Source: an optimization exercise on an open RTL-to-GDS flow (aim: small area, a short achievable clock period and few clock cycles). Production flows keep margins and buffers that such runs may drop. RTL that was checked went through simulation tests only; none was proved equivalent to the original. Only the layout flow was run in runs 1 to 6; the RTL was not checked for function there. Power figures rest on the tool's default switching activity, not on a simulated workload.

--- design.v ---
module pfx_add #(parameter N = 16) (a, b, cin, s, c);
  input  [N-1:0] a, b;
  input          cin;
  output [N-1:0] s;
  output [N:0]   c;
  localparam L = (N <= 1) ? 1 : $clog2(N);
  wire [N-1:0] p = a ^ b;
  wire [(L+1)*N-1:0] G, P;
  assign G[N-1:0] = {a[N-1:1] & b[N-1:1], (a[0] & b[0]) | (p[0] & cin)};
  assign P[N-1:0] = p;
  genvar k, i;
  generate
    for (k = 0; k < L; k = k + 1) begin : lvl
      for (i = 0; i < N; i = i + 1) begin : bt
        if (i >= (1 << k)) begin : op
          assign G[(k+1)*N+i] = G[k*N+i] | (P[k*N+i] & G[k*N+i-(1<<k)]);
          assign P[(k+1)*N+i] = P[k*N+i] & P[k*N+i-(1<<k)];
        end else begin : pass
          assign G[(k+1)*N+i] = G[k*N+i];
          assign P[(k+1)*N+i] = P[k*N+i];
        end
      end
    end
  endgenerate
  assign c = {G[L*N +: N], cin};
  assign s = p ^ c[N-1:0];
endmodule
module rsm_cpu(clk, reset, mem_rdata, mem_cmd, mem_addr, mem_wdata, halted);
  input clk, reset;
  input [15:0] mem_rdata;
  output [1:0] mem_cmd;
  output [8:0] mem_addr;
  output [15:0] mem_wdata;
  output halted;
  reg [15:0] R [0:7];       
  reg [8:0]  fpc;           
  reg        fv;            
  reg [8:0]  link;          
  reg        fN, fV, fZ;    
  reg        halt_q;
  reg        w_ld;          
  reg [2:0]  ld_rd;
  reg [15:0] A_q;           
  reg [15:0] B_q;           
  reg [2:0]  e_wd;          
  reg [1:0]  e_sh;
  reg [7:0]  e_imm8;
  reg        e_we;          
  reg        e_ldr, e_str, e_cmp;
  reg        s_imm, s_mov, s_add, s_and, s_mvn, s_link;   
  reg        wA, wB;        
  wire        e_go = !w_ld;                
  reg  [15:0] B;                           
  always @(*)
    case (e_sh)
      2'b00: B = B_q;
      2'b01: B = {B_q[14:0], 1'b0};
      2'b10: B = {1'b0, B_q[15:1]};
      default: B = {B_q[0], B_q[15:1]};
    endcase
  wire [15:0] sum;
  wire [16:0] ca;                           
  wire [14:0] dlo;
  wire [15:0] cs;                           
  pfx_add #(16) u_add(A_q, B, 1'b0, sum, ca);
  pfx_add #(15) u_sub(A_q[14:0], ~B[14:0], 1'b1, dlo, cs);
  wire [15:0] res  = ({16{s_imm}}  & {{8{e_imm8[7]}}, e_imm8}) |
                     ({16{s_mov}}  & B) |
                     ({16{s_add}}  & sum) |
                     ({16{s_and}}  & (A_q & B)) |
                     ({16{s_mvn}}  & ~B) |
                     ({16{s_link}} & {7'b0, link});
  wire nN = A_q[15] ^ ~B[15] ^ cs[15];
  wire nZ = (A_q == B);
  wire nV = (A_q[15] == B[15]) ? (ca[15] != A_q[15]) : (cs[15] != A_q[15]);
  wire [8:0] ea;
  wire [9:0] ea_c;
  pfx_add #(9) u_ea(A_q[8:0], {{4{e_imm8[4]}}, e_imm8[4:0]}, 1'b0, ea, ea_c);
  wire e_mem = e_go & (e_ldr | e_str);
  assign mem_cmd   = halt_q ? 2'b00 : (e_go & e_str) ? 2'b01 : 2'b10;
  assign mem_addr  = e_mem ? ea : fpc;
  assign mem_wdata = B_q;
  assign halted    = halt_q;
  wire fetch = !halt_q & !e_mem;
  wire e_wr  = e_go & e_we;                
  wire [15:0] I = mem_rdata;
  wire [4:0]  opc = I[15:11];
  wire d_b    = (opc == 5'b00100);
  wire d_bl   = (opc == 5'b01011) | (opc == 5'b01010);
  wire d_bx   = (opc == 5'b01000);
  wire d_halt = (opc == 5'b11100);
  wire d_str  = (opc == 5'b10000);
  wire d_ldr  = (opc == 5'b01100);
  wire [2:0] rn = I[10:8];
  wire [2:0] rb = d_str ? I[7:5] : I[2:0];
  wire [15:0] Av = (e_wr & (e_wd == rn)) ? res : R[rn];
  wire [15:0] Bv = (e_wr & (e_wd == rb)) ? res : R[rb];
  wire cmp_now = e_go & e_cmp;
  wire cN = cmp_now ? nN : fN;
  wire cV = cmp_now ? nV : fV;
  wire cZ = cmp_now ? nZ : fZ;
  reg cond;
  always @(*)
    case (I[10:8])
      3'b000: cond = 1'b1;
      3'b001: cond = cZ;
      3'b010: cond = ~cZ;
      3'b011: cond = cN ^ cV;
      3'b100: cond = (cN ^ cV) | cZ;
      default: cond = 1'b0;
    endcase
  wire taken = fv & ((d_b & cond) | d_bl | d_bx);
  wire [8:0] boff;
  wire [9:0] bc_unused;
  pfx_add #(9) u_tgt(fpc, {I[7], I[7:0]}, 1'b0, boff, bc_unused);
  wire [8:0] target = d_bx ? link : boff;
  always @(posedge clk) begin
    if (reset) begin
      fpc <= 9'd0;
      fv <= 1'b0;
      halt_q <= 1'b0;
      w_ld <= 1'b0;
      e_we <= 1'b0; e_ldr <= 1'b0; e_str <= 1'b0; e_cmp <= 1'b0;
    end else begin
      if (taken) fpc <= target;
      else if (fetch) fpc <= fpc + 9'd1;
      fv <= fetch & ~taken;
      if (fv & d_bl) link <= fpc;
      if (fv & d_halt) halt_q <= 1'b1;
      w_ld <= e_go & e_ldr;
      if (e_go & e_ldr) ld_rd <= e_wd;
      if (fv) begin
        e_wd   <= ((opc == 5'b11010) | d_bl) ? I[10:8] : I[7:5];
        e_sh   <= I[4:3];
        e_imm8 <= I[7:0];
        e_we   <= (opc == 5'b11010) | (opc == 5'b11000) | (opc == 5'b10100) |
                  (opc == 5'b10110) | (opc == 5'b10111) | d_bl;
        e_ldr  <= d_ldr;
        e_str  <= d_str;
        e_cmp  <= (opc == 5'b10101);
        s_imm  <= (opc == 5'b11010);
        s_mov  <= (opc == 5'b11000);
        s_add  <= (opc == 5'b10100);
        s_and  <= (opc == 5'b10110);
        s_mvn  <= (opc == 5'b10111);
        s_link <= d_bl;
      end else if (e_go) begin
        e_we <= 1'b0; e_ldr <= 1'b0; e_str <= 1'b0; e_cmp <= 1'b0;
      end
      if (cmp_now) begin fN <= nN; fV <= nV; fZ <= nZ; end
    end
  end
  always @(posedge clk) begin
    if (fv) begin
      A_q <= Av;
      B_q <= Bv;
      wA  <= e_go & e_ldr & (e_wd == rn);
      wB  <= e_go & e_ldr & (e_wd == rb);
    end else if (w_ld) begin
      if (wA) A_q <= mem_rdata;
      if (wB) B_q <= mem_rdata;
    end
  end
  always @(posedge clk) begin
    if (w_ld) R[ld_rd] <= mem_rdata;
    else if (e_wr) R[e_wd] <= res;
  end
endmodule
--- run.sh ---
#!/bin/bash
# synth_recipe.tcl (not shown) runs the flow's synth.tcl, then flattens the netlist and writes it again
# the make line also repeats each setting of config.mk as NAME=value (left out here)
make -C /OpenROAD-flow-scripts/flow DESIGN_CONFIG=/design/flow/config.mk WORK_HOME=/design/flow/orfs CLKGATE_MAP_FILE= SYNTH_SCRIPT=/design/flow/synth_recipe.tcl finish
--- config.mk ---
export PLATFORM = sky130hd
export DESIGN_NAME = rsm_cpu
export DESIGN_NICKNAME = rsm_cpu
export VERILOG_FILES = /design/flow/design.v
export SDC_FILE = /design/flow/constraint.sdc
export NUM_CORES = 4
export LEC_CHECK = 0
export CAP_MARGIN = 20
export CORE_MARGIN = 2
export CORE_UTILIZATION = 40
export SETUP_SLACK_MARGIN = 3.5
export SLEW_MARGIN = 20
--- constraint.sdc ---
create_clock -name core_clock -period 8.0 [get_ports {clk}]
set_input_delay 1.6000 -clock core_clock [delete_from_list [all_inputs] [get_ports {clk}]]
set_output_delay 1.6000 -clock core_clock [all_outputs]
set_load 0.01 [all_outputs]
==> results.py, run 1 <==
metrics = {
    "drt": {
        "dr.pass1.iters": 6,
        "routed_via_density": 5.923,
        "wl_per_cell_microns": 22.77,
        "drt_iter0_drc": 942,
        "remaining_drc_errors": 0,
        "antenna_left": 0,
        "vias": 8938,
        "drt_wl_total_mm": 34.36,
    },
    "global_route": {
        "grtUsageMet2_pct": 34.52,
        "grt_pass1_wl_mm": 53.32,
        "track_usage_pct": 21.01,
        "met3_usage_pct": 2.395,
        "antenna_found_initial": 0,
        "grt_pass1_vias": 8814,
        "busiest_layer": "met2",
        "grt_max_degree": 51,
        "grtUsageMet1_pct": 29.41,
        "overflow": 0,
    },
    "die": {
        "ios": 46,
        "dieArea_sq_um": 33160,
        "core.rowCount": 65,
        "core-area_sq_um": 31390,
        "die_x_microns": 182.1,
        "fp.dieH_microns": 182.1,
        "initial_core_util_pct": 40.41,
    },
    "clock_tree": {
        "numCtsBuffers": 24,
        "clk_latency_ps": 530,
        "cts.hold.buffers_added": 0,
        "clk_pin_slew_worst_paths_ps": 60,
        "htreeDepth": 1,
        "clock_path_buffers": 3,
        "cts.sinks": 210,
        "tritoncts": "built",
        "clock-root-buffer": "clkbuf_16",
    },
    "timing": {
        "period_share_pct": 56.37,
        "setup_tns_ps": 0,
        "finalHoldViolCount": 0,
        "setup_viol": 0,
        "tightest_slew_ps": 993.7,
        "slew_viol_final": 0,
        "slew_headroom_pct": 33.05,
        "rsz0062_at_grt": "true",
        "finClkSkew_ps": 31.78,
        "period_needed_ps": 4510,
        "max_freq_mhz": 221.7,
    },
    "logic_synthesis": {
        "synth_top_flop_cell": "edfxtp_1",
        "netlist_area_sq_um": 12690,
        "postSynthAreaPerCell_sq_um": 12.19,
        "netlist-cell-type-count": 75,
        "synth_edf_count": 194,
        "yosysWarnings": 1,
        "synth-simple-area-share_pct": 9.980,
        "synth_compound_area_share_pct": 11.96,
        "ys_ff_latch": 210,
        "synthCells": 1041,
        "synth-seq-area-share_pct": 48.44,
        "synth.area.mux_share_pct": 18.32,
        "synth-async-reset-ratio_pct": 0,
        "synthesis.nets": 1113,
        "synth_top_family_by_area": "multiplexers",
        "synth_fa_ha_area_share_pct": 5.503,
        "yosys.area_share.xor_xnor_pct": 2.554,
    },
    "worst_hold_path": {
        "min_path_type": "flip-flop to flip-flop",
    },
    "power": {
        "peakVddDrop_uv": 149.0,
        "leakage_nw": 5.354,
        "pwr_density_cell_nw_per_um2": 198.1,
    },
    "finish": {
        "nets": 1162,
        "layout-drive-gt1-share_pct": 17.89,
        "area.growth.synth_to_final_pct": 14.31,
        "insertedDiodeCount": 0,
        "final_area_sq_um": 14500,
        "nFillCells": 2806,
    },
    "critical_path": {
        "critPathLaunchType": "flip-flop",
        "endpoint_kind": "output port",
        "path_max_fanout": 3,
        "critical_path_class": "flip-flop to output port",
        "critPathArrivalTime_ps": 2910,
        "critPathRequiredTime_ps": 6400,
    },
    "job": {
        "drv_cap": 0,
    },
    "placed_design": {
        "io_buffers": 45,
        "place_congestion": 0.8895,
        "place_hpwl_mm": 24.21,
        "postPlaceCellArea_sq_um": 13570,
    },
    "run_status": {
        "status": "no timing/DRC/antenna violations",
    },
}
==> Yosys cell counts, types with 8 or more instances <==
cell,instances,share of area (%)
a21oi_1,72,2.8
a21o_1,9,0.53
o31ai_1,9,0.53
nor2_1,74,2.2
dfxtp_1,16,2.5
ha_1,51,5.0
mux2i_1,68,5.4
nand2_1,98,2.9
nand2b_1,9,0.44
edfxtp_1,194,46
buf_2,10,0.39
a31oi_1,10,0.49
mux4_2,64,11
buf_1,8,0.24
xor2_1,11,0.76
clkbuf_1,33,0.98
nand3_1,16,0.63
nand4_1,8,0.39
xnor2_1,26,1.8
mux2_2,12,1.1
nor2b_1,17,0.84
a31o_2,14,0.97
inv_1,41,1.2
o21ai_0,51,2.0
==> registers in the layout, summed over array words and instances, names as in the netlist, 3 cells and up <==
| signal | cells |
|---|---|
| R | 128 |
| e_wd | 3 |
| link | 9 |
| A_q | 16 |
| B_q | 16 |
| fpc | 9 |
| e_imm8 | 7 |
| ld_rd | 3 |
==> area by class of cell <==
type | count | area [sq um] | share of cell area (%)
Multi-Input combinational cell | 732 | 6225 | 42.92
Sequential cell | 210 | 6148 | 42.39
Timing Repair Buffer | 79 | 709.4 | 4.892
Clock buffer | 31 | 656.9 | 4.529
Tap cell | 402 | 503.0 | 3.468
Inverter | 43 | 161.4 | 1.113
Clock inverter | 12 | 98.84 | 0.6816
==> kinds of logic (layout without fill, tap and decap cells) <==
logic type | count (synthesis) | after routing
xor gates and xnor gates | 37 | 37
DFF | 210 | 210
muxes | 147 | 147
and+or+nand+nor | 265 | 265
buffers and inverters | 99 | 165
adders and majority gates | 54 | 54
AOI/OAI and AO/OA | 229 | 229
==> layout by cell type (no fill, tap or decap), drive strengths merged, types with 36 or more instances in the layout <==
master	netlist	final
inv	41	41
nor2	75	75
edfxtp	194	194
mux2i	71	71
ha	51	51
a21oi	72	72
nand2	100	100
mux4	64	64
clkdlybuf4s50	0	40
o21ai	55	55
buf	23	36
==> what timing repair did <==
item,4_1_cts,5_1_grt
buffers inserted,8,3
pin swaps,3,5
endpoints found under the setup margin,63,61
gates resized for setup,8,24
==> critical path: stages (launching register included) <==
cell and delay [ps]:
edfxtp_1 420, ha_1 240, inv_1 80, fa_2 220, nor2b_1 50, o21ai_1 160, a21boi_1 110, o21ai_0 150
nand2b_1 110, a21o_1 190, a21oi_1 160, xnor2_1 160, o21ai_0 90, dlygate4sd1_1 270
==> where the power goes <==
part	internal (mW)	switching (mW)	total, mW
clock	0.611	0.435	1.05
combinational	0.224	0.303	0.527
sequential	1.25	0.0495	1.30
total	2.08	0.788	2.87
==> path summary, 6_finish.rpt <==
kind / slack [ps] / startpoint / cells after the start / endpoint
setup / recovery: 3490 / A_q[0]$_DFFE_PP_ / 13 / mem_addr[8]
hold / removal: 470 / e_ldr$_SDFFE_PP0P_ / 2 / e_ldr$_SDFFE_PP0P_
setup reg to reg: 3770 / e_sh[0]$_DFFE_PP_ / 16 / fpc[6]$_SDFFE_PP0P_
hold reg to reg: 470 / e_ldr$_SDFFE_PP0P_ / 2 / e_ldr$_SDFFE_PP0P_
==> stage by stage <==
| stage | std cells | hold slack [ps] | setup WS [ps] | util [%] | total power, mW |
|---|---|---|---|---|---|
| 4_1_cts | 1506 | 471.1 | 3391 | 45.88 | 2.875 |
| 3_5_place_dp | 1455 | 463.3 | 2544 | 43.22 | 1.823 |
| 2_1_floorplan | 1041 | 445.2 | 3793 | - | 1.661 |
| 5_1_grt | 1509 | 488.5 | 3187 | 46.20 | 2.990 |
| 6_report | 1509 | 473.5 | 3490 | 46.20 | 2.872 |
| 3_3_place_gp | 1455 | 457.4 | 2636 | 43.22 | 1.820 |
==> routing by layer <==
metal | vias up | wire length, microns | part of all wire [%]
li1 | 4102 | - | -
met1 | 4456 | 15000 | 44
met2 | 317 | 16150 | 47
met3 | 63 | 2081 | 6.1
met4 | 0 | 1129 | 3.3
met5 | - | 0 | 0
==> inputs of run 2 (changes only) <==
--- a/config.mk
+++ b/config.mk
@@ -8,5 +8,5 @@
 export CAP_MARGIN = 20
 export CORE_MARGIN = 2
 export CORE_UTILIZATION = 40
-export SETUP_SLACK_MARGIN = 3.5
+export SETUP_SLACK_MARGIN = 4.0
 export SLEW_MARGIN = 20
==> results.py, run 2 <==
metrics = {
    "global_route": {
        "track_usage_pct": 21.10,
        "antenna_found_initial": 1,
        "grt_pass1_wl_mm": 53.32,
        "overflow": 0,
        "grt_pass1_vias": 8687,
        "grt_max_degree": 51,
    },
    "logic_synthesis": {
        "yosysMostFrequentCell": "edfxtp_1",
        "ys_ff_latch": 210,
        "synth-seq-area-share_pct": 48.44,
        "synth_compound_area_share_pct": 11.96,
        "postSynthAreaPerCell_sq_um": 12.19,
        "synthTopCellsByCount": "194 x edfxtp_1, 98 x nand2_1, 74 x nor2_1",
        "synth_top_flop_cell": "edfxtp_1",
        "synth_top_area_share_pct": 45.92,
        "synthesis.nets": 1113,
        "synth_fa_ha_area_share_pct": 5.503,
        "synthCells": 1041,
        "yosys.area_share.xor_xnor_pct": 2.554,
        "yosysTopAreaCell": "edfxtp_1",
        "synth_top_family_by_area": "multiplexers",
        "netlist_area_sq_um": 12690,
        "synth-async-reset-ratio_pct": 0,
        "synth.area.mux_share_pct": 18.32,
        "synth_edf_count": 194,
        "netlist-cell-type-count": 75,
        "yosysWarnings": 1,
        "synth_area_leaders": "edfxtp_1 46%, mux4_2 11%, mux2i_1 5.4%, ha_1 5.0%, nand2_1 2.9%",
        "synth-simple-area-share_pct": 9.980,
    },
    "finish": {
        "area.growth.synth_to_final_pct": 17.65,
        "largest_registers": "R x128, A_q x16, B_q x16",
        "final_cell_mix": "194 x edfxtp_1, 98 x nand2_1, 73 x nor2_1, 67 x mux2i_1, 64 x mux4_2",
        "layout-drive-gt1-share_pct": 22.89,
        "seq_area_sq_um": 6151,
        "layout_commonest_cell": "edfxtp_1",
        "multi_input_area_sq_um": 6422,
        "nFillCells": 2780,
        "largest_register_ffs": 128,
        "nets": 1181,
        "top_register": "R",
        "insertedDiodeCount": 0,
    },
    "power": {
        "p_seq_share_pct": 44.1,
        "peakVddDrop_uv": 136.6,
        "comb_power_share_pct": 19.8,
        "leakage_nw": 5.575,
        "clockPowerShare_pct": 36.1,
        "power.switching_uw": 823.2,
        "intPower_mw": 2.107,
        "swShare_pct": 28.09,
        "pwr_density_cell_nw_per_um2": 196.3,
    },
    "die": {
        "initial_core_util_pct": 40.41,
        "dieArea_sq_um": 33160,
        "fp.dieH_microns": 182.1,
        "core.rowCount": 65,
        "ios": 46,
        "die_x_microns": 182.1,
        "core-area_sq_um": 31390,
    },
    "drt": {
        "wl_per_cell_microns": 22.97,
        "routed_via_density": 5.893,
        "dr.pass1.iters": 5,
        "vias": 9010,
        "drt_wl_total_mm": 35.12,
        "remaining_drc_errors": 0,
        "antenna_left": 0,
        "drt_iter0_drc": 920,
    },
    "placed_design": {
        "io_buffers": 45,
        "dp_slack_ps": 2512,
        "place_hpwl_mm": 24.27,
        "place_congestion": 0.8778,
    },
    "timing": {
        "finalHoldViolCount": 0,
        "setup_tns_ps": 0,
        "slew_viol_final": 0,
        "timing.final.ws_setup_ps": 3770,
        "period_needed_ps": 4230,
        "tightest_slew_ps": 1073,
        "rsz0062_at_grt": "true",
        "period_share_pct": 52.88,
        "max_freq_mhz": 236.4,
        "setup_viol": 0,
        "finClkSkew_ps": 9.330,
        "slew_headroom_pct": 28.50,
    },
    "critical_path": {
        "critPathRequiredTime_ps": 6400,
        "path_max_fanout": 2,
        "critical_path_class": "flip-flop to output port",
        "reg2reg_from": "e_sh[0]$_DFFE_PP_",
        "critPathLaunchType": "flip-flop",
        "reg2reg_to": "fpc[4]$_SDFFE_PP0P_",
        "endpoint_kind": "output port",
        "critPathArrivalTime_ps": 2630,
        "critPathCapture": "mem_addr[7]",
        "r2r_slack_ps": 4170,
        "worst_r2r_path_depth": 17,
        "crit_start": "A_q[1]$_DFFE_PP_",
    },
    "worst_hold_path": {
        "hold_start": "e_ldr$_SDFFE_PP0P_",
        "min_path_type": "flip-flop to flip-flop",
        "min_path_cells": 2,
    },
    "clock_tree": {
        "clock-root-buffer": "clkbuf_16",
        "clk_pin_slew_worst_paths_ps": 60,
        "htreeDepth": 1,
        "cts.hold.buffers_added": 0,
        "tritoncts": "built",
        "clk_latency_ps": 520,
        "cts.sinks": 210,
        "clock_path_buffers": 3,
        "numCtsBuffers": 24,
    },
    "job": {
        "drv_cap": 0,
    },
    "run_status": {
        "status": "no timing/DRC/antenna violations",
    },
}
-- run 2: cell counts after synthesis --
No cell type changed its count.
-- run 2: critical path, stage by stage, from the launching register on --
cell and delay, ps:
edfxtp_1 430, buf_6 150, ha_4 200, a21o_1 200, a21oi_2 190, o21ai_2 80, a21oi_2 160, o21bai_1 80
a21oi_1 180, xor2_1 220, o21ai_1 90, buf_2 140
-- run 2: kinds of logic after synthesis --
group | count (synthesis)
flip-flops | 210
multiplexers | 147
XOR/XNOR | 37
buffers and inverters | 99
AO/OA/AOI/OAI | 229
adder cells (fa/ha/maj) | 54
AND/OR/NAND/NOR | 265
-- run 2: worst min path at each step --
stage / slack [ps] / endpoint
finish: 470 / e_ldr$_SDFFE_PP0P_
global route: 500 / e_cmp$_SDFFE_PP0P_
CTS: 470 / e_cmp$_SDFFE_PP0P_
detailed placement: 460 / e_cmp$_SDFFE_PP0P_
global placement: 460 / e_cmp$_SDFFE_PP0P_
floorplan: 450 / e_cmp$_SDFFE_PP0P_
-- run 2: power by group through the flow --
stage          Combinational [mW]  Clock, mW  Sequential [mW]
2_1_floorplan               0.365          0             1.30
6_report                    0.579       1.06             1.29
3_5_place_dp                0.507          0             1.32
3_3_place_gp                0.503          0             1.32
5_1_grt                     0.631       1.12             1.30
4_1_cts                     0.544       1.08             1.29
-- run 2: final cells by class --
cell class,count,share of cell area [%]
multi-input combinational,733,43.03
sequential,210,41.21
timing repair buffer,97,6.220
clock buffer,26,4.216
tap,402,3.370
inverter,43,1.090
clock inverter,18,0.8718
-- run 2: per-layer routing --
| layer | global-route usage [%] | wire length [microns] | vias up | share of wire (%) |
|---|---|---|---|---|
| met5 | 0 | 0 | - | 0 |
| met1 | 29.30 | 14850 | 4503 | 42 |
| met4 | 7.581 | 1269 | 0 | 3.6 |
| met3 | 3.273 | 2467 | 71 | 7.0 |
| li1 | - | - | 4147 | - |
| met2 | 33.79 | 16530 | 289 | 47 |
-- run 2: per-stage QoR --
step	instances	area, sq um	util [%]	hold WS [ps]	power, mW
2_1_floorplan	1041	12690	-	445.2	1.661
3_3_place_gp	1453	13560	43.20	458.5	1.821
3_5_place_dp	1453	13560	43.20	462.6	1.825
4_1_cts	1516	14650	46.67	471.1	2.914
5_1_grt	1529	14930	47.55	495.5	3.046
6_report	1529	14930	47.55	473.7	2.930
-- run 2: what timing repair did --
action | CTS | global route
buffers inserted | 18 | 12
pin swaps | 20 | 16
endpoints found under the setup margin | 134 | 110
resized for setup | 67 | 44
gates cloned | 1 | 1
==> inputs of run 3 (changes only) <==
--- a/config.mk
+++ b/config.mk
@@ -8,5 +8,5 @@
 export CAP_MARGIN = 20
 export CORE_MARGIN = 2
 export CORE_UTILIZATION = 40
-export SETUP_SLACK_MARGIN = 4.0
+export SETUP_SLACK_MARGIN = 3.0
 export SLEW_MARGIN = 20
==> results.py, run 3 <==
metrics = {
    "run_status": {
        "status": "no timing/DRC/antenna violations",
    },
    "power": {
        "peakVddDrop_uv": 149.1,
        "pwr_density_cell_nw_per_um2": 197.9,
        "leakage_nw": 5.327,
    },
    "critical_path": {
        "cp_slowest_cell": "clkdlybuf4s50_1",
        "critical_path_class": "flip-flop to output port",
        "critPathRequiredTime_ps": 6400,
        "critPathLaunchType": "flip-flop",
        "cpMostUsedCell": "o21ai_0",
        "endpoint_kind": "output port",
        "slowest_delay_ps": 550,
        "crit_path_cell_trace": "ha_1 > inv_1 > fa_1 > nor2b_1 > o21ai_0 > a21boi_1 > o21ai_0 > nand2b_1 > a21o_1 > a21oi_1 > xnor2_1 > o21ai_0 > clkdlybuf4s50_1",
        "path_max_fanout": 3,
        "critPathArrivalTime_ps": 3280,
    },
    "finish": {
        "top_register": "R",
        "layout-drive-gt1-share_pct": 16.64,
        "area.growth.synth_to_final_pct": 13.80,
        "largest_register_ffs": 128,
        "layout_commonest_cell": "edfxtp_1",
        "nFillCells": 2816,
        "finalNonFillerCells": 1509,
        "final_cell_mix": "194 x edfxtp_1, 98 x nand2_1, 74 x nor2_1, 70 x a21oi_1, 67 x mux2i_1",
        "nets": 1161,
        "largest_registers": "R x128, A_q x16, B_q x16",
    },
    "drt": {
        "wl_per_cell_microns": 22.61,
        "antenna_left": 0,
        "vias": 8957,
        "remaining_drc_errors": 0,
        "drt_wl_total_mm": 34.12,
        "dr.pass1.iters": 6,
        "drt_iter0_drc": 983,
        "routed_via_density": 5.936,
    },
    "logic_synthesis": {
        "synth-seq-area-share_pct": 48.44,
        "synth_top_flop_cell": "edfxtp_1",
        "synth_area_leaders": "edfxtp_1 46%, mux4_2 11%, mux2i_1 5.4%, ha_1 5.0%, nand2_1 2.9%",
        "yosysTopAreaCell": "edfxtp_1",
        "netlist-cell-type-count": 75,
        "synthTopCellsByCount": "194 x edfxtp_1, 98 x nand2_1, 74 x nor2_1",
        "synth_top_area_share_pct": 45.92,
        "ys_ff_latch": 210,
        "postSynthAreaPerCell_sq_um": 12.19,
        "synthCells": 1041,
        "yosysMostFrequentCell": "edfxtp_1",
        "synth_edf_count": 194,
        "synth-async-reset-ratio_pct": 0,
        "synthesis.nets": 1113,
        "yosysWarnings": 1,
        "netlist_area_sq_um": 12690,
    },
    "die": {
        "core-area_sq_um": 31390,
        "core.rowCount": 65,
        "fp.dieH_microns": 182.1,
        "initial_core_util_pct": 40.41,
        "dieArea_sq_um": 33160,
        "ios": 46,
        "die_x_microns": 182.1,
    },
    "placed_design": {
        "io_buffers": 45,
        "place_congestion": 0.8895,
        "dp_cells": 1455,
        "place_hpwl_mm": 24.21,
    },
    "clock_tree": {
        "clock_path_buffers": 3,
        "tritoncts": "built",
        "cts.sinks": 210,
        "htreeDepth": 1,
        "clock-root-buffer": "clkbuf_16",
        "clk_latency_ps": 530,
        "numCtsBuffers": 24,
        "clk_pin_slew_worst_paths_ps": 50,
    },
    "timing": {
        "slew_viol_final": 0,
        "rsz0062_at_grt": "true",
        "max_freq_mhz": 204.8,
        "period_share_pct": 61.03,
        "finalHoldViolCount": 0,
        "tightest_slew_ps": 1009,
        "period_needed_ps": 4882,
        "setup_viol": 0,
        "finClkSkew_ps": 31.62,
        "setup_tns_ps": 0,
        "slew_headroom_pct": 32.00,
    },
    "global_route": {
        "grt_max_degree": 51,
        "overflow": 0,
        "grt_pass1_wl_mm": 53.04,
        "track_usage_pct": 20.89,
        "antenna_found_initial": 0,
        "grt_pass1_vias": 8727,
    },
    "worst_hold_path": {
        "min_path_type": "flip-flop to flip-flop",
    },
    "job": {
        "drv_cap": 0,
    },
}
## run 3: cell counts after synthesis
No cell type changed its count.
## run 3: stage by stage
stage	util, %	hold slack (ps)	cell area, sq um	power [mW]	worst slack, ps
final	45.99	472.3	14440	2.857	3118
after global routing	45.98	488.5	14440	2.976	2767
after CTS	45.65	471.1	14330	2.871	3026
after detailed placement	43.22	463.3	13570	1.823	2544
after global placement	43.22	457.4	13570	1.820	2636
after floorplan	-	445.2	12690	1.661	3793
## run 3: final timing paths
path	from	end	slack (ps)	cells past startpoint
max	A_q[0]$_DFFE_PP_	mem_addr[8]	3120	13
min	e_ldr$_SDFFE_PP0P_	e_ldr$_SDFFE_PP0P_	470	2
max reg2reg	e_sh[0]$_DFFE_PP_	R[4][14]$_DFFE_PP_	3410	16
min reg2reg	e_ldr$_SDFFE_PP0P_	e_ldr$_SDFFE_PP0P_	470	2
## run 3: cell families after synthesis
group / synth area share (%)
AND/OR/NAND/NOR: 9.980
AO/OA/AOI/OAI: 11.96
flip-flops: 48.44
multiplexers: 18.32
buffers and inverters: 3.235
adder cells (fa/ha/maj): 5.503
XOR/XNOR: 2.554
## run 3: worst max-delay path, delay by kind of cell, from the launching register on
kind / cells / cell delay [ps]
AND/OR/NAND/NOR: 2 / 160
adder cells (fa/ha/maj): 2 / 450
flip-flops: 1 / 420
XOR/XNOR: 1 / 110
buffers and inverters: 2 / 620
AO/OA/AOI/OAI: 6 / 1000
## run 3: where the power goes
part	total, mW	internal, mW	switching [mW]
sequential	1.30	1.25	0.0491
combinational	0.512	0.217	0.295
clock	1.05	0.611	0.435
total	2.86	2.08	0.779
## run 3: metal layers
| metal | global-route usage, % | share of wire [%] |
|---|---|---|
| met3 | 2.774 | 5.4 |
| met4 | 6.710 | 3.1 |
| met1 | 29.18 | 45 |
| met2 | 33.98 | 47 |
| met5 | 0 | 0 |
## run 3: layout make-up
class	count	area, sq um	share of cell area [%]
well taps	402	503.0	3.484
clock inverters	12	98.84	0.6846
flip-flops and latches	210	6147	42.58
diodes	1	2.502	0.01733
repair buffers	78	716.9	4.966
inverters	43	161.4	1.118
clock buffers	31	656.9	4.550
multi-input cells	732	6151	42.60
## run 3: repair_timing
| item | 4_1_cts | 5_1_grt |
|---|---|---|
| buffers inserted | 1 | 9 |
| endpoints found under the setup margin | 1 | 56 |
| pin swaps | 0 | 2 |
| hold buffers | 0 | 0 |
| resized for setup | 0 | 4 |
| cloned | 0 | 0 |
==> inputs of run 4 (changes only) <==
--- a/config.mk
+++ b/config.mk
@@ -5,8 +5,9 @@
 export SDC_FILE = /design/flow/constraint.sdc
 export NUM_CORES = 4
 export LEC_CHECK = 0
+export ABC_AREA = 1
 export CAP_MARGIN = 20
 export CORE_MARGIN = 2
 export CORE_UTILIZATION = 40
-export SETUP_SLACK_MARGIN = 3.0
+export SETUP_SLACK_MARGIN = 3.5
 export SLEW_MARGIN = 20
==> results.py, run 4 <==
metrics = {
    "finish": {
        "layout_commonest_cell": "nand2_1",
        "insertedDiodeCount": 0,
        "layout-drive-gt1-share_pct": 8.339,
        "nFillCells": 2948,
        "final_area_sq_um": 14470,
        "largest_registers": "R x128, A_q x16, B_q x16",
        "final_cell_mix": "275 x nand2_1, 194 x edfxtp_1, 162 x nor2_1, 142 x o21ai_0, 138 x inv_1",
        "area.growth.synth_to_final_pct": 14.27,
        "top_register": "R",
        "nets": 1567,
        "finalNonFillerCells": 1913,
        "largest_register_ffs": 128,
    },
    "timing": {
        "max_freq_mhz": 229.4,
        "finalHoldViolCount": 0,
        "setup_viol": 0,
        "period_needed_ps": 4359,
        "period_share_pct": 54.49,
        "finClkSkew_ps": 18.44,
        "setup_tns_ps": 0,
        "rsz0062_at_grt": "true",
        "slew_headroom_pct": 26.75,
        "timing.final.ws_setup_ps": 3641,
        "slew_viol_final": 0,
        "tightest_slew_ps": 1087,
    },
    "die": {
        "ios": 46,
        "core.rowCount": 65,
        "die_x_microns": 181.9,
        "initial_core_util_pct": 40.35,
        "fp.dieH_microns": 181.9,
        "core-area_sq_um": 31390,
        "dieArea_sq_um": 33100,
    },
    "power": {
        "p_seq_share_pct": 44.1,
        "intPower_mw": 2.091,
        "pwr_density_cell_nw_per_um2": 201.3,
        "comb_power_share_pct": 18.1,
        "peakVddDrop_uv": 136.0,
        "leakage_nw": 5.680,
        "clockPowerShare_pct": 37.8,
        "swShare_pct": 28.24,
        "power.switching_uw": 822.5,
    },
    "worst_hold_path": {
        "min_path_type": "flip-flop to flip-flop",
        "min_path_cells": 2,
    },
    "logic_synthesis": {
        "yosysMostFrequentCell": "nand2_1",
        "synth-async-reset-ratio_pct": 0,
        "synthTopCellsByCount": "276 x nand2_1, 194 x edfxtp_1, 166 x nor2_1",
        "synth_top_area_share_pct": 45.99,
        "yosysWarnings": 1,
        "postSynthAreaPerCell_sq_um": 8.669,
        "ys_ff_latch": 210,
        "synth_top_flop_cell": "edfxtp_1",
        "yosysTopAreaCell": "edfxtp_1",
        "synthesis.nets": 1533,
        "synth-seq-area-share_pct": 48.52,
        "synthCells": 1461,
        "synth_area_leaders": "edfxtp_1 46%, nand2_1 8.2%, o21ai_0 5.8%, ha_1 5.0%, nor2_1 4.9%",
        "netlist_area_sq_um": 12670,
        "synth_edf_count": 194,
        "netlist-cell-type-count": 51,
    },
    "clock_tree": {
        "tritoncts": "built",
        "cts.sinks": 210,
        "clk_pin_slew_worst_paths_ps": 70,
        "htreeDepth": 1,
        "numCtsBuffers": 24,
        "clock-root-buffer": "clkbuf_16",
        "clk_latency_ps": 520,
        "clock_path_buffers": 3,
    },
    "drt": {
        "dr.pass1.iters": 6,
        "drt_wl_total_mm": 38.91,
        "vias": 10853,
        "wl_per_cell_microns": 20.34,
        "remaining_drc_errors": 0,
        "routed_via_density": 5.673,
        "drt_iter0_drc": 1128,
        "antenna_left": 0,
    },
    "placed_design": {
        "postPlaceCellArea_sq_um": 13470,
        "place_congestion": 0.8894,
        "dp_cells": 1854,
        "io_buffers": 45,
        "place_hpwl_mm": 26.40,
        "dp_slack_ps": 2776,
    },
    "critical_path": {
        "critPathArrivalTime_ps": 2760,
        "critical_path_class": "flip-flop to output port",
        "critPathLaunchType": "flip-flop",
        "critPathRequiredTime_ps": 6400,
        "worst_r2r_path_depth": 22,
        "endpoint_kind": "output port",
        "path_max_fanout": 2,
    },
    "job": {
        "drv_cap": 0,
    },
    "global_route": {
        "grt_pass1_vias": 10258,
        "grt_pass1_wl_mm": 59.48,
        "antenna_found_initial": 0,
        "grt_max_degree": 66,
        "overflow": 0,
        "track_usage_pct": 23.29,
    },
    "run_status": {
        "status": "no timing/DRC/antenna violations",
    },
}
==> run 4: final timing paths <==
| check | startpoint | endpoint | slack [ps] |
|---|---|---|---|
| setup / recovery | A_q[0]$_DFFE_PP_ | mem_addr[8] | 3640 |
| hold / removal | e_ldr$_SDFFE_PP0P_ | e_ldr$_SDFFE_PP0P_ | 480 |
| setup reg to reg | e_imm8[4]$_DFFE_PP_ | A_q[12]$_DFFE_PP_ | 3900 |
| hold reg to reg | e_ldr$_SDFFE_PP0P_ | e_ldr$_SDFFE_PP0P_ | 480 |
==> run 4: logic make-up after synthesis <==
| group | count (synthesis) | share of synthesized area [%] |
|---|---|---|
| AND/OR/NAND/NOR | 562 | 18.44 |
| AO/OA/AOI/OAI | 389 | 18.85 |
| buffers and inverters | 219 | 6.806 |
| flip-flops | 210 | 48.52 |
| adder cells (fa/ha/maj) | 54 | 5.512 |
| XOR/XNOR | 27 | 1.867 |
==> run 4: stage by stage <==
stage | utilization (%) | power (mW) | hold WS (ps)
after floorplan | - | 1.639 | 448.7
after global placement | 42.89 | 1.805 | 461.8
after detailed placement | 42.89 | 1.810 | 477.9
after CTS | 45.66 | 2.910 | 486.2
after global routing | 46.11 | 3.042 | 509.6
final | 46.11 | 2.913 | 480.3
==> run 4: per-layer routing <==
layer | track usage [%] | routed length, microns | vias up
met3 | 3.289 | 2776 | 65
met1 | 31.12 | 16740 | 5157
met5 | 0 | 0 | -
met2 | 39.57 | 18600 | 446
met4 | 6.645 | 798 | 0
li1 | - | - | 5185
==> run 4: layout make-up <==
type	count	area, sq um	area share, %
inverters	151	583.1	4.028
well taps	402	503.0	3.475
flip-flops and latches	210	6147	42.47
clock inverters	14	150.1	1.037
multi-input cells	1032	5748	39.71
repair buffers	76	705.7	4.876
clock buffers	28	636.9	4.400
==> run 4: what timing repair did <==
action,4_1_cts,5_1_grt
endpoints found under the setup margin,98,74
gates resized for setup,11,22
pin swaps,0,2
hold buffers,0,0
setup buffers,6,10
==> run 4: power groups by stage <==
stage	Clock, mW	Sequential, mW	Combinational (mW)
6_report	1.10	1.29	0.526
2_1_floorplan	0	1.28	0.356
3_3_place_gp	0	1.31	0.495
3_5_place_dp	0	1.31	0.500
5_1_grt	1.16	1.29	0.590
4_1_cts	1.11	1.28	0.511
==> run 4: worst max-delay path: stages (launching register included) <==
cell	delay [ps]
edfxtp_1	400
ha_1	210
inv_1	90
fa_2	220
nor2_1	60
a211oi_2	230
nor2_1	70
nor2_1	90
nor2_1	40
nor2_1	110
nor2_1	70
o21ai_1	110
nand2_1	70
xor2_1	150
o21ai_0	150
clkbuf_2	150
==> inputs of run 5 (changes only) <==
--- a/config.mk
+++ b/config.mk
@@ -5,9 +5,8 @@
 export SDC_FILE = /design/flow/constraint.sdc
 export NUM_CORES = 4
 export LEC_CHECK = 0
-export ABC_AREA = 1
 export CAP_MARGIN = 20
 export CORE_MARGIN = 2
-export CORE_UTILIZATION = 40
+export CORE_UTILIZATION = 60
 export SETUP_SLACK_MARGIN = 3.5
 export SLEW_MARGIN = 20
==> results.py, run 5 <==
metrics = {
    "clock_tree": {
        "tritoncts": "built",
        "clk_pin_slew_worst_paths_ps": 50,
        "clk_latency_ps": 540,
        "clock_path_buffers": 3,
        "numCtsBuffers": 24,
        "htreeDepth": 1,
        "clock-root-buffer": "clkbuf_16",
        "cts.sinks": 210,
    },
    "timing": {
        "finalHoldViolCount": 0,
        "finClkSkew_ps": 35.80,
        "period_needed_ps": 4492,
        "tightest_slew_ps": 1059,
        "slew_viol_final": 0,
        "period_share_pct": 56.15,
        "setup_viol": 0,
        "max_freq_mhz": 222.6,
        "rsz0062_at_grt": "true",
        "slew_headroom_pct": 29.42,
        "setup_tns_ps": 0,
    },
    "logic_synthesis": {
        "synth_top_area_share_pct": 45.92,
        "synth_edf_count": 194,
        "netlist-cell-type-count": 75,
        "yosysWarnings": 1,
        "yosysMostFrequentCell": "edfxtp_1",
        "synth_top_flop_cell": "edfxtp_1",
        "synthCells": 1041,
        "synth_area_leaders": "edfxtp_1 46%, mux4_2 11%, mux2i_1 5.4%, ha_1 5.0%, nand2_1 2.9%",
        "synthesis.nets": 1113,
        "netlist_area_sq_um": 12690,
        "synth-seq-area-share_pct": 48.44,
        "postSynthAreaPerCell_sq_um": 12.19,
        "yosysTopAreaCell": "edfxtp_1",
        "ys_ff_latch": 210,
        "synth-async-reset-ratio_pct": 0,
        "synthTopCellsByCount": "194 x edfxtp_1, 98 x nand2_1, 74 x nor2_1",
    },
    "global_route": {
        "grt_pass1_vias": 8450,
        "track_usage_pct": 30.54,
        "antenna_found_initial": 0,
        "grt_max_degree": 51,
        "grt_pass1_wl_mm": 50.67,
        "overflow": 0,
    },
    "die": {
        "core-area_sq_um": 20890,
        "initial_core_util_pct": 60.74,
        "core.rowCount": 53,
        "fp.dieH_microns": 149.4,
        "die_x_microns": 149.4,
        "dieArea_sq_um": 22320,
        "ios": 46,
    },
    "critical_path": {
        "critPathRequiredTime_ps": 6400,
        "endpoint_kind": "output port",
        "cp_slowest_cell": "edfxtp_1",
        "crit_path_cell_trace": "buf_4 > ha_1 > a21o_1 > a21oi_2 > o21ai_0 > a21oi_1 > o21bai_1 > a21oi_1 > xor2_1 > o21ai_0 > dlygate4sd2_1",
        "critPathLaunchType": "flip-flop",
        "critPathArrivalTime_ps": 2890,
        "path_max_fanout": 4,
        "critical_path_class": "flip-flop to output port",
        "slowest_delay_ps": 420,
    },
    "drt": {
        "drt_iter0_drc": 750,
        "dr.pass1.iters": 5,
        "remaining_drc_errors": 0,
        "wl_per_cell_microns": 24.39,
        "antenna_left": 0,
        "drt_wl_total_mm": 33.61,
        "routed_via_density": 6.438,
        "vias": 8871,
    },
    "power": {
        "leakage_nw": 5.317,
        "pwr_density_cell_nw_per_um2": 197.4,
        "peakVddDrop_uv": 190.1,
    },
    "finish": {
        "top_register": "R",
        "insertedDiodeCount": 0,
        "final_core_util_pct": 68.13,
        "largest_registers": "R x128, A_q x16, B_q x16",
        "layout_commonest_cell": "edfxtp_1",
        "nets": 1157,
        "final_area_sq_um": 14230,
        "area.growth.synth_to_final_pct": 12.18,
        "largest_register_ffs": 128,
        "layout-drive-gt1-share_pct": 16.68,
        "final_cell_mix": "194 x edfxtp_1, 98 x nand2_1, 74 x nor2_1, 69 x a21oi_1, 67 x mux2i_1",
    },
    "placed_design": {
        "postPlaceCellArea_sq_um": 13390,
        "place_hpwl_mm": 23.53,
        "io_buffers": 45,
        "place_congestion": 0.8557,
    },
    "run_status": {
        "status": "no timing/DRC/antenna violations",
    },
    "job": {
        "drv_cap": 0,
    },
    "worst_hold_path": {
        "min_path_type": "flip-flop to flip-flop",
    },
}
==> run 5: cell types whose count changed in the layout (fill, tap and decap cells not counted), sizes merged, moves of 18 or more <==
cell / previous run / this run
nand2: 283 / 100
o21ai: 174 / 55
inv: 149 / 41
nor2: 169 / 75
mux2i: 0 / 71
mux4: 0 / 64
nand3: 73 / 16
a22oi: 58 / 3
o22ai: 36 / 0
a21oi: 54 / 72
==> run 5: final timing paths <==
| check | from | endpoint | slack (ps) | cells past startpoint |
|---|---|---|---|---|
| worst min-delay path | e_ldr$_SDFFE_PP0P_ | e_ldr$_SDFFE_PP0P_ | 470 | 2 |
| worst max-delay path | A_q[1]$_DFFE_PP_ | mem_addr[7] | 3510 | 11 |
| worst min register to register | e_ldr$_SDFFE_PP0P_ | e_ldr$_SDFFE_PP0P_ | 470 | 2 |
| worst max register to register | e_sh[0]$_DFFE_PP_ | fpc[4]$_SDFFE_PP0P_ | 3730 | 16 |
==> run 5: cell type report <==
type / count / area, sq um
Timing Repair Buffer: 74 / 681.9
Inverter: 43 / 161.4
Tap cell: 275 / 344.1
Multi-Input combinational cell: 732 / 6175
Clock buffer: 31 / 626.9
Clock inverter: 13 / 95.09
Fill cell: 1534 / 6656
Sequential cell: 210 / 6148
==> run 5: what timing repair did <==
item / in CTS / in global routing
cloned: 0 / 0
buffers inserted: 6 / 2
setup endpoints to repair: 83 / 78
hold buffers: 0 / 0
gates resized for setup: 8 / 15
pin swaps: 4 / 2
==> run 5: critical path, delay by kind of cell (launching register included) <==
family	cells	cell delay, ps
AOI/OAI and AO/OA	7	1020
xor gates and xnor gates	1	200
adders and majority gates	1	290
buffers and inverters	2	460
DFF	1	420
==> run 5: layer usage <==
| layer | track usage [%] | routed length (microns) | up-vias |
|---|---|---|---|
| li1 | - | - | 4086 |
| met1 | 41.76 | 13940 | 4384 |
| met2 | 50.09 | 16040 | 334 |
| met3 | 4.665 | 2205 | 67 |
| met4 | 11.19 | 1419 | 0 |
| met5 | 0 | 0 | - |
==> run 5: kinds of logic after synthesis <==
kind of cell	count (synthesis)	share of synthesized area, %
mux	147	18.32
xor+xnor	37	2.554
compound gates	229	11.96
flops	210	48.44
simple gates	265	9.980
fa+ha+maj	54	5.503
buf+inv	99	3.235
==> run 5: through the flow <==
stage	setup WS [ps]	std cells	total power [mW]	hold WS, ps
finish	3508	1378	2.809	467.6
global route	3312	1378	2.919	496.7
CTS	3370	1376	2.813	471.3
detailed placement	2634	1326	1.818	466.1
global placement	2659	1326	1.814	460.5
floorplan	3793	1041	1.661	445.2
==> run 5: report_power, final <==
group          switching [mW]  total, mW  internal (mW)
clock network           0.438      0.996          0.558
logic                   0.297      0.514          0.218
registers              0.0485       1.30           1.25
total                   0.783       2.81           2.03
==> inputs of run 6 (changes only) <==
--- a/config.mk
+++ b/config.mk
@@ -7,6 +7,6 @@
 export LEC_CHECK = 0
 export CAP_MARGIN = 20
 export CORE_MARGIN = 2
-export CORE_UTILIZATION = 60
-export SETUP_SLACK_MARGIN = 3.5
+export CORE_UTILIZATION = 40
+export SETUP_SLACK_MARGIN = 4.5
 export SLEW_MARGIN = 20
==> results.py, run 6 <==
metrics = {
    "run_status": {
        "status": "no timing/DRC/antenna violations",
    },
    "clock_tree": {
        "cts.sinks": 210,
        "clock-root-buffer": "clkbuf_16",
        "htreeDepth": 1,
        "clock_path_buffers": 3,
        "cts.hold.buffers_added": 0,
        "tritoncts": "built",
        "clk_pin_slew_worst_paths_ps": 60,
        "clk_latency_ps": 530,
        "numCtsBuffers": 25,
    },
    "placed_design": {
        "io_buffers": 45,
        "dp_cells": 1455,
        "place_hpwl_mm": 24.79,
        "postPlaceCellArea_sq_um": 13730,
        "dp_slack_ps": 2532,
        "place_congestion": 0.8730,
    },
    "drt": {
        "wl_per_cell_microns": 23.69,
        "vias": 9455,
        "routed_via_density": 5.935,
        "drt_wl_total_mm": 37.75,
        "antenna_left": 0,
        "remaining_drc_errors": 0,
        "drt_iter0_drc": 909,
        "dr.pass1.iters": 6,
    },
    "finish": {
        "finalNonFillerCells": 1593,
        "multi_input_area_sq_um": 7008,
        "layout_commonest_cell": "edfxtp_1",
        "final_core_util_pct": 51.22,
        "final_area_sq_um": 16080,
        "largest_register_ffs": 128,
        "nFillCells": 2654,
        "insertedDiodeCount": 0,
        "seq_area_sq_um": 6151,
        "final_cell_mix": "194 x edfxtp_1, 95 x nand2_1, 77 x buf_4, 70 x nor2_1, 65 x mux2i_1",
        "layout-drive-gt1-share_pct": 34.42,
        "top_register": "R",
        "area.growth.synth_to_final_pct": 26.73,
        "nets": 1244,
        "largest_registers": "R x128, A_q x16, B_q x16",
    },
    "global_route": {
        "overflow": 0,
        "grt_pass1_vias": 9223,
        "track_usage_pct": 22.22,
        "grt_pass1_wl_mm": 56.20,
        "grt_max_degree": 51,
        "antenna_found_initial": 0,
    },
    "logic_synthesis": {
        "synth_top_flop_cell": "edfxtp_1",
        "netlist_area_sq_um": 12690,
        "yosysWarnings": 1,
        "synthesis.nets": 1113,
        "synth_edf_count": 194,
        "ys_ff_latch": 210,
        "synth.area.mux_share_pct": 18.32,
        "synth_top_family_by_area": "multiplexers",
        "synth_fa_ha_area_share_pct": 5.503,
        "synth-seq-area-share_pct": 48.44,
        "synth-simple-area-share_pct": 9.980,
        "yosysTopAreaCell": "edfxtp_1",
        "yosysMostFrequentCell": "edfxtp_1",
        "postSynthAreaPerCell_sq_um": 12.19,
        "synth_top_area_share_pct": 45.92,
        "netlist-cell-type-count": 75,
        "yosys.area_share.xor_xnor_pct": 2.554,
        "synthCells": 1041,
        "synth_compound_area_share_pct": 11.96,
        "synthTopCellsByCount": "194 x edfxtp_1, 98 x nand2_1, 74 x nor2_1",
        "synth-async-reset-ratio_pct": 0,
        "synth_area_leaders": "edfxtp_1 46%, mux4_2 11%, mux2i_1 5.4%, ha_1 5.0%, nand2_1 2.9%",
    },
    "job": {
        "drv_cap": 0,
    },
    "critical_path": {
        "critical_path_class": "flip-flop to output port",
        "r2r_slack_ps": 3990,
        "critPathLaunchType": "flip-flop",
        "slowest_delay_ps": 400,
        "critPathRequiredTime_ps": 6400,
        "cp_slowest_cell": "edfxtp_1",
        "cpMostUsedCell": "o21ai_1",
        "path_max_fanout": 2,
        "crit_path_cell_trace": "ha_2 > inv_2 > fa_2 > nor2b_2 > o21ai_2 > a21boi_2 > o21ai_1 > nand2b_1 > a21o_1 > a21oi_2 > xnor2_2 > o21ai_1 > buf_2",
        "endpoint_kind": "output port",
        "critPathArrivalTime_ps": 2660,
    },
    "power": {
        "leakage_nw": 5.953,
        "power.total_mw": 3.166,
        "peakVddDrop_uv": 154.6,
        "pwr_density_cell_nw_per_um2": 196.9,
    },
    "die": {
        "initial_core_util_pct": 40.41,
        "fp.dieH_microns": 182.1,
        "core.rowCount": 65,
        "core-area_sq_um": 31390,
        "dieArea_sq_um": 33160,
        "die_x_microns": 182.1,
        "ios": 46,
    },
    "timing": {
        "hold_ws_ps": 474.5,
        "setup_viol": 0,
        "period_share_pct": 53.23,
        "finClkSkew_ps": 13.36,
        "timing.final.ws_setup_ps": 3742,
        "tightest_slew_ps": 1133,
        "slew_viol_final": 0,
        "finalHoldViolCount": 0,
        "period_needed_ps": 4258,
        "rsz0062_at_grt": "true",
        "slew_headroom_pct": 23.61,
        "max_freq_mhz": 234.8,
        "setup_tns_ps": 0,
    },
    "worst_hold_path": {
        "min_path_type": "flip-flop to flip-flop",
    },
}
[run 6: cell count changes in the layout (fill, tap and decap cells not counted), moves of 13 or more]
| cell | change |
|---|---|
| o21ai_0 | -23 |
| buf_6 | +27 |
| a21oi_1 | -35 |
| clkdlybuf4s50_1 | -13 |
| buf_4 | +51 |
| a21oi_2 | +34 |
| ha_1 | -16 |
[run 6: timing repair]
action                                  CTS  global route
gates cloned                              3             1
endpoints found under the hold margin     0             0
resized for setup                       166            99
endpoints found under the setup margin  156           151
setup buffers                            66            22
pin swaps                                60            69
[run 6: final timing paths]
kind                       from            endpoint  cells past startpoint
max            A_q[0]$_DFFE_PP_         mem_addr[8]                     13
min          e_cmp$_SDFFE_PP0P_  e_cmp$_SDFFE_PP0P_                      2
max reg2reg   e_sh[0]$_DFFE_PP_  R[5][14]$_DFFE_PP_                     19
min reg2reg  e_cmp$_SDFFE_PP0P_  e_cmp$_SDFFE_PP0P_                      2
[run 6: power breakdown]
group | switching [mW] | internal (mW) | total, mW
clock | 0.472 | 0.676 | 1.15
sequential | 0.0501 | 1.25 | 1.30
combinational | 0.384 | 0.334 | 0.719
total | 0.906 | 2.26 | 3.17
[run 6: routing by layer]
metal | share of wire [%] | vias up | global-route usage (%)
met1 | 41 | 4749 | 29.39
met4 | 3.5 | 0 | 6.903
li1 | - | 4275 | -
met3 | 6.3 | 91 | 3.093
met2 | 49 | 340 | 38.06
met5 | 0 | - | 0
[run 6: critical path, delay by kind of cell (launching register included)]
family | cells | cell delay [ps]
flops | 1 | 400
compound gates | 6 | 580
simple gates | 2 | 240
buf+inv | 2 | 180
xor+xnor | 1 | 140
fa+ha+maj | 2 | 580
[run 6: final cells by class]
class	instances	area share [%]
flip-flops and latches	210	38.26
multi-input cells	735	43.59
repair buffers	157	8.786
clock inverters	20	1.276
well taps	402	3.128
clock buffers	26	3.914
inverters	43	1.051
[run 6: cell families after synthesis]
group           Yosys count
compound gates          229
xor+xnor                 37
fa+ha+maj                54
buf+inv                  99
flops                   210
mux                     147
simple gates            265
==> inputs of run 7 (changes only) <==
--- a/design.v
+++ b/design.v
@@ -1,9 +1,8 @@
-module pfx_add #(parameter N = 16) (a, b, cin, s, c);
+module pfx_add #(parameter N = 16, parameter L = 4) (a, b, cin, s, c);
   input  [N-1:0] a, b;
   input          cin;
   output [N-1:0] s;
   output [N:0]   c;
-  localparam L = (N <= 1) ? 1 : $clog2(N);
   wire [N-1:0] p = a ^ b;
   wire [(L+1)*N-1:0] G, P;
   assign G[N-1:0] = {a[N-1:1] & b[N-1:1], (a[0] & b[0]) | (p[0] & cin)};
@@ -62,8 +61,8 @@
   wire [16:0] ca;                           
   wire [14:0] dlo;
   wire [15:0] cs;                           
-  pfx_add #(16) u_add(A_q, B, 1'b0, sum, ca);
-  pfx_add #(15) u_sub(A_q[14:0], ~B[14:0], 1'b1, dlo, cs);
+  pfx_add #(16, 4) u_add(A_q, B, 1'b0, sum, ca);
+  pfx_add #(15, 4) u_sub(A_q[14:0], ~B[14:0], 1'b1, dlo, cs);
   wire [15:0] res  = ({16{s_imm}}  & {{8{e_imm8[7]}}, e_imm8}) |
                      ({16{s_mov}}  & B) |
                      ({16{s_add}}  & sum) |
@@ -75,7 +74,7 @@
   wire nV = (A_q[15] == B[15]) ? (ca[15] != A_q[15]) : (cs[15] != A_q[15]);
   wire [8:0] ea;
   wire [9:0] ea_c;
-  pfx_add #(9) u_ea(A_q[8:0], {{4{e_imm8[4]}}, e_imm8[4:0]}, 1'b0, ea, ea_c);
+  pfx_add #(9, 4) u_ea(A_q[8:0], {{4{e_imm8[4]}}, e_imm8[4:0]}, 1'b0, ea, ea_c);
   wire e_mem = e_go & (e_ldr | e_str);
   assign mem_cmd   = halt_q ? 2'b00 : (e_go & e_str) ? 2'b01 : 2'b10;
   assign mem_addr  = e_mem ? ea : fpc;
@@ -112,7 +111,7 @@
   wire taken = fv & ((d_b & cond) | d_bl | d_bx);
   wire [8:0] boff;
   wire [9:0] bc_unused;
-  pfx_add #(9) u_tgt(fpc, {I[7], I[7:0]}, 1'b0, boff, bc_unused);
+  pfx_add #(9, 4) u_tgt(fpc, {I[7], I[7:0]}, 1'b0, boff, bc_unused);
   wire [8:0] target = d_bx ? link : boff;
   always @(posedge clk) begin
     if (reset) begin
--- a/config.mk
+++ b/config.mk
@@ -8,5 +8,6 @@
 export CAP_MARGIN = 20
 export CORE_MARGIN = 2
 export CORE_UTILIZATION = 40
-export SETUP_SLACK_MARGIN = 4.5
+export CTS_BUF_LIST = sky130_fd_sc_hd__clkbuf_8
+export SETUP_SLACK_MARGIN = 4
 export SLEW_MARGIN = 20
==> results.py, run 7 <==
metrics = {
    "drt": {
        "dr.pass1.iters": 6,
        "drt_wl_total_mm": 35.41,
        "antenna_left": 0,
        "drt_iter0_drc": 825,
        "remaining_drc_errors": 0,
        "vias": 9085,
        "wl_per_cell_microns": 22.91,
        "routed_via_density": 5.876,
    },
    "die": {
        "ios": 46,
        "dieArea_sq_um": 33160,
        "die_x_microns": 182.1,
        "core.rowCount": 65,
        "core-area_sq_um": 31390,
        "initial_core_util_pct": 40.41,
        "fp.dieH_microns": 182.1,
    },
    "worst_hold_path": {
        "hold_start": "e_cmp$_SDFFE_PP0P_",
        "min_path_cells": 2,
        "min_path_type": "flip-flop to flip-flop",
        "min_to": "e_cmp$_SDFFE_PP0P_",
    },
    "power": {
        "leakage_nw": 5.575,
        "peakVddDrop_uv": 120.7,
        "pwr_density_cell_nw_per_um2": 186.3,
        "swShare_pct": 29.43,
        "power.switching_uw": 811.4,
        "comb_power_share_pct": 21.1,
        "p_seq_share_pct": 47.0,
        "clockPowerShare_pct": 31.9,
        "intPower_mw": 1.945,
    },
    "finish": {
        "nFillCells": 2850,
        "final_area_sq_um": 14800,
        "largest_registers": "R x128, A_q x16, B_q x16",
        "top_register": "R",
        "nets": 1192,
        "layout_commonest_cell": "edfxtp_1",
        "area.growth.synth_to_final_pct": 16.65,
        "final_cell_mix": "194 x edfxtp_1, 98 x nand2_1, 73 x nor2_1, 67 x mux2i_1, 64 x mux4_2",
        "insertedDiodeCount": 0,
        "largest_register_ffs": 128,
        "layout-drive-gt1-share_pct": 23.51,
    },
    "clock_tree": {
        "clk_pin_slew_worst_paths_ps": 60,
        "numCtsBuffers": 37,
        "htreeDepth": 2,
        "clock_path_buffers": 3,
        "cts.hold.buffers_added": 0,
        "cts.sinks": 210,
        "clock-root-buffer": "clkbuf_8",
        "tritoncts": "built",
        "clk_latency_ps": 550,
    },
    "job": {
        "drv_cap": 0,
    },
    "logic_synthesis": {
        "yosysTopAreaCell": "edfxtp_1",
        "synth_area_leaders": "edfxtp_1 46%, mux4_2 11%, mux2i_1 5.4%, ha_1 5.0%, nand2_1 2.9%",
        "synth_edf_count": 194,
        "synth_top_flop_cell": "edfxtp_1",
        "synth_top_area_share_pct": 45.92,
        "yosysWarnings": 1,
        "postSynthAreaPerCell_sq_um": 12.19,
        "netlist-cell-type-count": 75,
        "ys_ff_latch": 210,
        "yosysMostFrequentCell": "edfxtp_1",
        "synth-async-reset-ratio_pct": 0,
        "synthCells": 1041,
        "synthTopCellsByCount": "194 x edfxtp_1, 98 x nand2_1, 74 x nor2_1",
        "synthesis.nets": 1113,
        "synth-seq-area-share_pct": 48.44,
        "netlist_area_sq_um": 12690,
    },
    "timing": {
        "tightest_slew_ps": 1035,
        "period_share_pct": 53.20,
        "finalHoldViolCount": 0,
        "finClkSkew_ps": 38.30,
        "max_freq_mhz": 235.0,
        "period_needed_ps": 4256,
        "rsz0062_at_grt": "true",
        "slew_headroom_pct": 31.02,
        "slew_viol_final": 0,
        "setup_tns_ps": 0,
        "setup_viol": 0,
    },
    "placed_design": {
        "place_congestion": 0.8778,
        "io_buffers": 45,
        "postPlaceCellArea_sq_um": 13560,
        "place_hpwl_mm": 24.27,
    },
    "global_route": {
        "grt_pass1_wl_mm": 53.41,
        "grt_max_degree": 51,
        "track_usage_pct": 21.23,
        "overflow": 0,
        "antenna_found_initial": 1,
        "grt_pass1_vias": 8796,
    },
    "critical_path": {
        "reg2reg_from": "e_sh[0]$_DFFE_PP_",
        "reg2reg_to": "fpc[4]$_SDFFE_PP0P_",
        "endpoint_kind": "output port",
        "critPathLaunchType": "flip-flop",
        "worst_r2r_path_depth": 17,
        "critical_path_class": "flip-flop to output port",
        "path_max_fanout": 2,
        "critPathRequiredTime_ps": 6400,
        "r2r_slack_ps": 4010,
        "critPathArrivalTime_ps": 2660,
    },
    "run_status": {
        "status": "no timing/DRC/antenna violations",
    },
}
==> run 7: cell counts after synthesis <==
Identical to the previous run, type by type.
==> run 7: cell families (layout without fill, tap and decap cells) <==
logic type / Yosys count / count (layout) / synth area share, %
DFF: 210 / 210 / 48.44
AOI/OAI and AO/OA: 229 / 229 / 11.96
xor gates and xnor gates: 37 / 37 / 2.554
and+or+nand+nor: 265 / 265 / 9.980
buffers and inverters: 99 / 202 / 3.235
muxes: 147 / 147 / 18.32
adders and majority gates: 54 / 54 / 5.503
==> run 7: how the worst max path moves through the flow <==
stage	startpoint	to	depth (start not counted)
2_1_floorplan	mem_rdata[15]	B_q[10]$_DFFE_PP_	10
3_3_place_gp	mem_rdata[15]	B_q[10]$_DFFE_PP_	11
3_5_place_dp	mem_rdata[15]	B_q[10]$_DFFE_PP_	11
4_1_cts	e_imm8[0]$_DFFE_PP_	mem_addr[8]	13
5_1_grt	A_q[0]$_DFFE_PP_	mem_addr[8]	13
6_report	A_q[1]$_DFFE_PP_	mem_addr[7]	11
==> run 7: layout make-up <==
| class | count | area, sq um | share of cell area, % |
|---|---|---|---|
| Multi-Input combinational cell | 732 | 6426 | 43.42 |
| Timing Repair Buffer | 96 | 918.4 | 6.206 |
| Sequential cell | 210 | 6151 | 41.56 |
| Inverter | 43 | 162.7 | 1.099 |
| Tap cell | 402 | 503.0 | 3.399 |
| Clock inverter | 25 | 115.1 | 0.7778 |
| Clock buffer | 38 | 523.0 | 3.534 |
==> run 7: power groups by stage <==
stage                     Clock (mW)  Combinational (mW)  Sequential (mW)
after floorplan                    0               0.365             1.30
after global placement             0               0.503             1.32
after detailed placement           0               0.507             1.32
after CTS                      0.894               0.546             1.29
after global routing           0.943               0.631             1.30
final                          0.881               0.581             1.29
==> run 7: worst max-delay path: stages (launching register included) <==
cell	delay, ps
edfxtp_1	430
buf_6	150
ha_4	200
a21o_1	190
a21oi_2	190
o21ai_2	80
a21oi_2	160
o21bai_1	80
a21oi_1	180
xor2_1	210
o21ai_1	90
buf_2	140
==> run 7: stage by stage <==
| stage | worst slack (ps) | hold slack (ps) | instances | power (mW) | utilization, % |
|---|---|---|---|---|---|
| global route | 3561 | 495.4 | 1546 | 2.872 | 47.14 |
| floorplan | 4058 | 445.2 | 1041 | 1.661 | - |
| detailed placement | 2512 | 462.6 | 1453 | 1.825 | 43.20 |
| finish | 3744 | 473.4 | 1546 | 2.757 | 47.14 |
| global placement | 2518 | 458.5 | 1453 | 1.821 | 43.20 |
| CTS | 3660 | 470.9 | 1536 | 2.732 | 46.27 |
==> run 7: layer usage <==
layer	routed length (microns)	GRT usage, %	share of wire [%]	up-vias
li1	-	-	-	4166
met1	15160	29.38	43	4533
met3	2088	3.033	5.9	89
met4	1390	8.742	3.9	0
met2	16780	33.80	47	297
met5	0	0	0	-
==> run 7: timing repair <==
item / CTS / global route
endpoints found under the hold margin: 0 / 0
buffers inserted: 19 / 10
gates cloned: 1 / 0
pin swaps: 20 / 15
gates resized for setup: 64 / 56
setup endpoints to repair: 134 / 104
Testbench counts of run 7, summed over its fixed seeds: cycles 76,740.
==> inputs of run 8 (changes only) <==
--- a/config.mk
+++ b/config.mk
@@ -5,9 +5,9 @@
 export SDC_FILE = /design/flow/constraint.sdc
 export NUM_CORES = 4
 export LEC_CHECK = 0
+export ABC_AREA = 1
 export CAP_MARGIN = 20
 export CORE_MARGIN = 2
 export CORE_UTILIZATION = 40
-export CTS_BUF_LIST = sky130_fd_sc_hd__clkbuf_8
 export SETUP_SLACK_MARGIN = 4
 export SLEW_MARGIN = 20
==> results.py, run 8 <==
metrics = {
    "timing": {
        "timing.final.ws_setup_ps": 3702,
        "max_freq_mhz": 232.7,
        "slew_headroom_pct": 15.98,
        "tightest_slew_ps": 1260,
        "rsz0062_at_grt": "true",
        "period_needed_ps": 4298,
        "slew_viol_final": 0,
        "setup_viol": 0,
        "hold_ws_ps": 494.3,
    },
    "die": {
        "initial_core_util_pct": 40.35,
        "core.rowCount": 65,
        "core-area_sq_um": 31390,
        "dieArea_sq_um": 33100,
    },
    "placed_design": {
        "place_hpwl_mm": 26.40,
        "io_buffers": 45,
    },
    "critical_path": {
        "r2r_slack_ps": 4020,
        "critPathRequiredTime_ps": 6400,
        "worst_r2r_path_depth": 24,
        "critical_path_class": "flip-flop to output port",
        "critPathArrivalTime_ps": 2700,
        "reg2reg_to": "A_q[12]$_DFFE_PP_",
        "path_delay_family": "simple AND/OR/NAND/NOR gates",
    },
    "logic_synthesis": {
        "postSynthAreaPerCell_sq_um": 8.669,
        "yosysTopAreaCell": "edfxtp_1",
        "synthesis.nets": 1533,
        "synth-seq-area-share_pct": 48.52,
        "synth_top_flop_cell": "edfxtp_1",
        "netlist-cell-type-count": 51,
        "ys_ff_latch": 210,
        "netlist_area_sq_um": 12670,
    },
    "clock_tree": {
        "htreeDepth": 1,
        "numCtsBuffers": 24,
        "cts.hold.buffers_added": 0,
    },
    "worst_hold_path": {
        "min_path_type": "flip-flop to flip-flop",
        "hold_start": "e_ldr$_SDFFE_PP0P_",
    },
    "finish": {
        "nets": 1601,
        "final_cell_mix": "268 x nand2_1, 194 x edfxtp_1, 148 x nor2_1, 133 x o21ai_0, 131 x inv_1",
        "layout_commonest_cell": "nand2_1",
        "largest_registers": "R x128, A_q x16, B_q x16",
        "top_register": "R",
        "nFillCells": 2882,
    },
    "power": {
        "swShare_pct": 28.94,
        "clockPowerShare_pct": 36.8,
        "peakVddDrop_uv": 133.5,
        "pwr_density_cell_nw_per_um2": 196.7,
    },
    "job": {
        "drv_cap": 0,
    },
    "run_status": {
        "status": "no timing/DRC/antenna violations",
    },
    "global_route": {
        "antenna_found_initial": 0,
    },
    "drt": {
        "antenna_left": 0,
    },
}
-- run 8: final cells by class --
type                       instances  area share (%)
clock buffer                      28           4.182
inverter                         151           3.919
sequential                       210           40.38
timing repair inverter             1         0.03287
tap                              402           3.303
multi-input combinational       1037           40.90
timing repair buffer             104           6.278
antenna                            1         0.01643
clock inverter                    14          0.9860
-- run 8: worst max-delay path by stage --
stage / start / end / slack [ps] / cells after the start
floorplan: A_q[0]$_DFFE_PP_ / mem_addr[8] / 4280 / 14
CTS: e_imm8[0]$_DFFE_PP_ / mem_addr[8] / 3720 / 15
global route: A_q[1]$_DFFE_PP_ / mem_addr[8] / 3460 / 15
finish: A_q[0]$_DFFE_PP_ / mem_addr[8] / 3700 / 15
detailed placement: mem_rdata[11] / B_q[15]$_DFFE_PP_ / 2780 / 15
global placement: mem_rdata[11] / B_q[15]$_DFFE_PP_ / 2810 / 15
-- run 8: cell families after synthesis --
family / synth area share (%)
flip-flops: 48.52
adder cells (fa/ha/maj): 5.512
AO/OA/AOI/OAI: 18.85
AND/OR/NAND/NOR: 18.44
buffers and inverters: 6.806
XOR/XNOR: 1.867
-- run 8: per-stage QoR --
stage / instances / instance area (sq um) / power (mW)
after floorplan: 1461 / 12670 / 1.639
after detailed placement: 1854 / 13470 / 1.810
final: 1948 / 15230 / 2.996
after global routing: 1947 / 15220 / 3.121
after global placement: 1854 / 13470 / 1.805
after CTS: 1924 / 14580 / 2.928
-- run 8: timing repair --
item / in CTS / in global routing
pin swaps: 9 / 17
endpoints found under the setup margin: 159 / 114
cloned: 2 / 6
resized for setup: 58 / 107
buffers inserted: 26 / 17
-- run 8: metal layers --
layer | GRT usage (%) | vias up | part of all wire [%]
met2 | 40.46 | 479 | 48
met5 | 0 | - | 0
met4 | 6.968 | 0 | 2.0
li1 | - | 5265 | -
met3 | 3.410 | 60 | 8.0
met1 | 31.70 | 5434 | 42
-- run 8: power by group through the flow --
| stage | Sequential [mW] | Combinational, mW | Clock [mW] |
|---|---|---|---|
| after floorplan | 1.28 | 0.356 | 0 |
| after global placement | 1.31 | 0.495 | 0 |
| after detailed placement | 1.31 | 0.500 | 0 |
| after CTS | 1.29 | 0.528 | 1.11 |
| after global routing | 1.29 | 0.664 | 1.17 |
| final | 1.29 | 0.604 | 1.10 |
-- run 8: worst register-to-register path: stages, from the launching register on --
cell and delay (ps):
edfxtp_1 500, buf_4 190, buf_4 140, nor2_4 130
clkinvlp_4 130, buf_4 190, nor2_2 140, nor3_4 80
fa_1 420, nor2_1 120, nor2_1 50, nor2_2 150
nor2_2 70, o21ai_2 190, nand2_1 90, nand2_1 120
a21oi_4 80, nor2_2 140, nor2_2 60, o21ai_0 140
nand2_1 70, nand3_1 100, nand2_2 100, o21ai_1 130
o21ai_0 110
